This is an optimization exercise on Yosys and OpenROAD, whose aim is small area and a short achievable clock period, not a production implementation. Only simulation tests tie the RTL to the original design; equivalence was not proved.

## krv_core
module krv_core (
	input  wire        clk,
	input  wire        rstn,
	input  wire        kplic_int,
	input  wire        core_timer_int,
	output wire        wfi,
	output wire        instr_itcm_access,
	output wire [31:0] instr_itcm_addr,
	input  wire [31:0] instr_itcm_read_data,
	input  wire        instr_itcm_read_data_valid,
	output wire        data_dtcm_access,
	input  wire        data_dtcm_ready,
	output wire        data_dtcm_rd0_wr1,
	output wire [3:0]  data_dtcm_byte_strobe,
	output wire [31:0] data_dtcm_write_data,
	output wire [31:0] data_dtcm_addr,
	input  wire [31:0] data_dtcm_read_data,
	input  wire        data_dtcm_read_data_valid,
	output wire        IAHB_access,
	output wire [31:0] IAHB_addr,
	input  wire [31:0] IAHB_read_data,
	input  wire        IAHB_read_data_valid,
	output wire        DAHB_access,
	output wire        DAHB_rd0_wr1,
	output wire [2:0]  DAHB_size,
	output wire [31:0] DAHB_write_data,
	output wire [31:0] DAHB_addr,
	input  wire        DAHB_trans_buffer_full,
	input  wire [31:0] DAHB_read_data,
	input  wire        DAHB_read_data_valid
);
For scale: about 13000 cells after synthesis, roughly 340 I/O pins, about 130000 µm² of cells after synthesis.
clock: 25.0 ns
lec_check: 0
cap_margin: 35
core_margin: 2
core_utilization: 32
cts_cluster_diameter: 90
cts_cluster_size: 25
place_density: 0.55
slew_margin: 35
synth_hierarchical: 1
standard.sh (not shown) runs the stock make flow with config.mk's settings and CLKGATE_MAP_FILE= SYNTH_SCRIPT=/design/flow/synth_recipe.tcl, a recipe that flattens the netlist after the stock synthesis.
==> flow/flow/run.sh <==
#!/bin/bash
# Layout flow: the standard ORFS flow, with the timing repair steps asked
# to keep a larger setup margin (so they keep improving paths that already
# meet the clock) and plain buffers on the ports.  Every tool's output goes
# to standard.log in this folder.
set -euo pipefail
bash standard.sh SETUP_SLACK_MARGIN=14.5 "BUFFER_PORTS_ARGS=-buffer_cell sky130_fd_sc_hd__buf_2" finish > standard.log 2>&1
==> next run, changes <==
--- a/flow/flow/run.sh
+++ b/flow/flow/run.sh
@@ -5,3 +5,3 @@
 # to standard.log in this folder.
 set -euo pipefail
-bash standard.sh SETUP_SLACK_MARGIN=14.5 "BUFFER_PORTS_ARGS=-buffer_cell sky130_fd_sc_hd__buf_2" finish > standard.log 2>&1
+bash standard.sh SETUP_SLACK_MARGIN=13.5 "BUFFER_PORTS_ARGS=-buffer_cell sky130_fd_sc_hd__buf_2" finish > standard.log 2>&1
=> The changed run ran to the end with no violations. Setup slack is better by 0.23 ns. Sequential cell count stays the same. Final cell count hardly moves. Hold slack is better by 0.0044 ns. Count of clock-buffer cells in the layout came out higher by 3. Design area is about the same. Via count stays flat. Non-clock buffer count came out higher by 6.

========
krv_core, a different RTL version from the one above (not shown whole).
Size in the first run: about 0.13 mm² of cells after synthesis.
==> flow/config.mk <==
export PLATFORM = sky130hd
export DESIGN_NAME = krv_core
export DESIGN_NICKNAME = krv_core
export VERILOG_FILES = /design/flow/design.v
export SDC_FILE = /design/flow/constraint.sdc
export NUM_CORES = 8
export LEC_CHECK = 0
export CAP_MARGIN = 35
export CORE_MARGIN = 2
export CORE_UTILIZATION = 32
export CTS_CLUSTER_DIAMETER = 90
export CTS_CLUSTER_SIZE = 20
export PLACE_DENSITY = 0.6
export SLEW_MARGIN = 35
export SYNTH_HIERARCHICAL = 1
==> flow/constraint.sdc <==
create_clock -name core_clock -period 25.0 [get_ports {clk}]
set_input_delay 5.0000 -clock core_clock [delete_from_list [all_inputs] [get_ports {clk}]]
set_output_delay 5.0000 -clock core_clock [all_outputs]
set_load 0.01 [all_outputs]
==> flow/flow/run.sh <==
#!/bin/bash
# Layout flow: the standard ORFS flow, with the timing repair steps asked
# to keep a larger setup margin (so they keep improving paths that already
# meet the clock) and plain buffers on the ports.  Every tool's output goes
# to standard.log in this folder.
set -euo pipefail
bash standard.sh SETUP_SLACK_MARGIN=14.0 "BUFFER_PORTS_ARGS=-buffer_cell sky130_fd_sc_hd__buf_2" finish > standard.log 2>&1
Next try:
--- a/flow/flow/run.sh
+++ b/flow/flow/run.sh
@@ -5,3 +5,3 @@
 # to standard.log in this folder.
 set -euo pipefail
-bash standard.sh SETUP_SLACK_MARGIN=14.0 "BUFFER_PORTS_ARGS=-buffer_cell sky130_fd_sc_hd__buf_2" finish > standard.log 2>&1
+bash standard.sh SETUP_SLACK_MARGIN=13.5 "BUFFER_PORTS_ARGS=-buffer_cell sky130_fd_sc_hd__buf_2" finish > standard.log 2>&1
- CTS_CLUSTER_SIZE: 20 -> 25
- PLACE_DENSITY: 0.6 -> 0.65
Setup slack gets better by 0.077 ns. Synthesized cell count is unchanged. Design area is about the same. Count of clock-buffer cells in the layout went down by 32. Final cell count barely changes. Fmax went up slightly. Hold slack got worse by 0.0068 ns. Via count is higher slightly. Die area stays the same.
Next try:
--- a/flow/flow/run.sh
+++ b/flow/flow/run.sh
@@ -5,3 +5,3 @@
 # to standard.log in this folder.
 set -euo pipefail
-bash standard.sh SETUP_SLACK_MARGIN=13.5 "BUFFER_PORTS_ARGS=-buffer_cell sky130_fd_sc_hd__buf_2" finish > standard.log 2>&1
+bash standard.sh SETUP_SLACK_MARGIN=14.0 "BUFFER_PORTS_ARGS=-buffer_cell sky130_fd_sc_hd__buf_2" finish > standard.log 2>&1
- CORE_UTILIZATION: 32 -> 40
- CTS_CLUSTER_SIZE: 25 -> 20
- PLACE_DENSITY: 0.65 -> 0.55
The new run completed with no timing, DRC or antenna violations.
Hold slack stays flat.
Clock-buffer cell count grows by 31.
Cell area is about the same.
Worst setup slack loses 0.061 ns.
Synthesized cell count is unchanged.
Cell count shrinks by 5.2%.
Next try:
- CORE_UTILIZATION: 40 -> 32
Result: The changed run went through all stages and came out clean. Cell count goes up by 5.6%. Global-route usage is lower by 9.9 points. Count of clock-buffer cells in the layout shrinks by 3. Register-to-register slack loses 0.15 ns.
Next try:
--- a/flow/flow/run.sh
+++ b/flow/flow/run.sh
@@ -5,3 +5,3 @@
 # to standard.log in this folder.
 set -euo pipefail
-bash standard.sh SETUP_SLACK_MARGIN=14.0 "BUFFER_PORTS_ARGS=-buffer_cell sky130_fd_sc_hd__buf_2" finish > standard.log 2>&1
+bash standard.sh SETUP_SLACK_MARGIN=13.5 "BUFFER_PORTS_ARGS=-buffer_cell sky130_fd_sc_hd__buf_2" finish > standard.log 2>&1
- CTS_CLUSTER_SIZE: 20 -> 25
- cell area hardly moves
- sequential share of layout area is about the same
- die area is unchanged
- global-route usage climbs by 0.41 points

-- static timing again, ports no longer ideal --
Ports are ideal in the flow. The routed layouts listed here were re-timed in OpenROAD. Step 1 assumes that a clkbuf_16 drives the clock port and a buf_2 every other input. Step 2 adds t to the input delays and takes it off the output delays; t is the mean of the earliest and latest rising clock arrival at the registers after step 1. Input paths then give back, and output paths get back, about the clock's delay inside the block. Slacks: no drivers / after step 1 / after step 2; pairs: no drivers / after step 1.
run | t (ns) | slack for setup (ns) | hold WS [ns] | clock arrival spread, ns | pins driven straight from the clock port
the first run of note 1 | 0.922 | 13.099 / 13.039 / 13.039 | 0.366 / 0.366 / 0.366 | 0.143 / 0.142 | 1
the second run of note 1 | 0.931 | 13.327 / 13.007 / 13.007 | 0.371 / 0.371 / 0.371 | 0.134 / 0.135 | 1
the first run of note 2 | 0.970 | 13.397 / 13.317 / 13.317 | 0.358 / 0.358 / 0.358 | 0.105 / 0.105 | 1
the second run of note 2 | 0.944 | 13.474 / 13.105 / 13.105 | 0.351 / 0.351 / 0.351 | 0.101 / 0.101 | 1
the third run of note 2 | 0.956 | 13.413 / 13.329 / 13.329 | 0.354 / 0.354 / 0.354 | 0.079 / 0.079 | 1
the fourth run of note 2 | 0.955 | 13.539 / 13.291 / 13.291 | 0.353 / 0.353 / 0.353 | 0.151 / 0.150 | 1
the fifth run of note 2 | 0.959 | 13.383 / 13.212 / 13.212 | 0.360 / 0.360 / 0.360 | 0.112 / 0.111 | 1
After both steps every run listed still meets setup and hold. For the second run of note 2, which loses most, drivers alone change the setup slack by -0.369 ns; drivers and shift together by -0.369 ns.
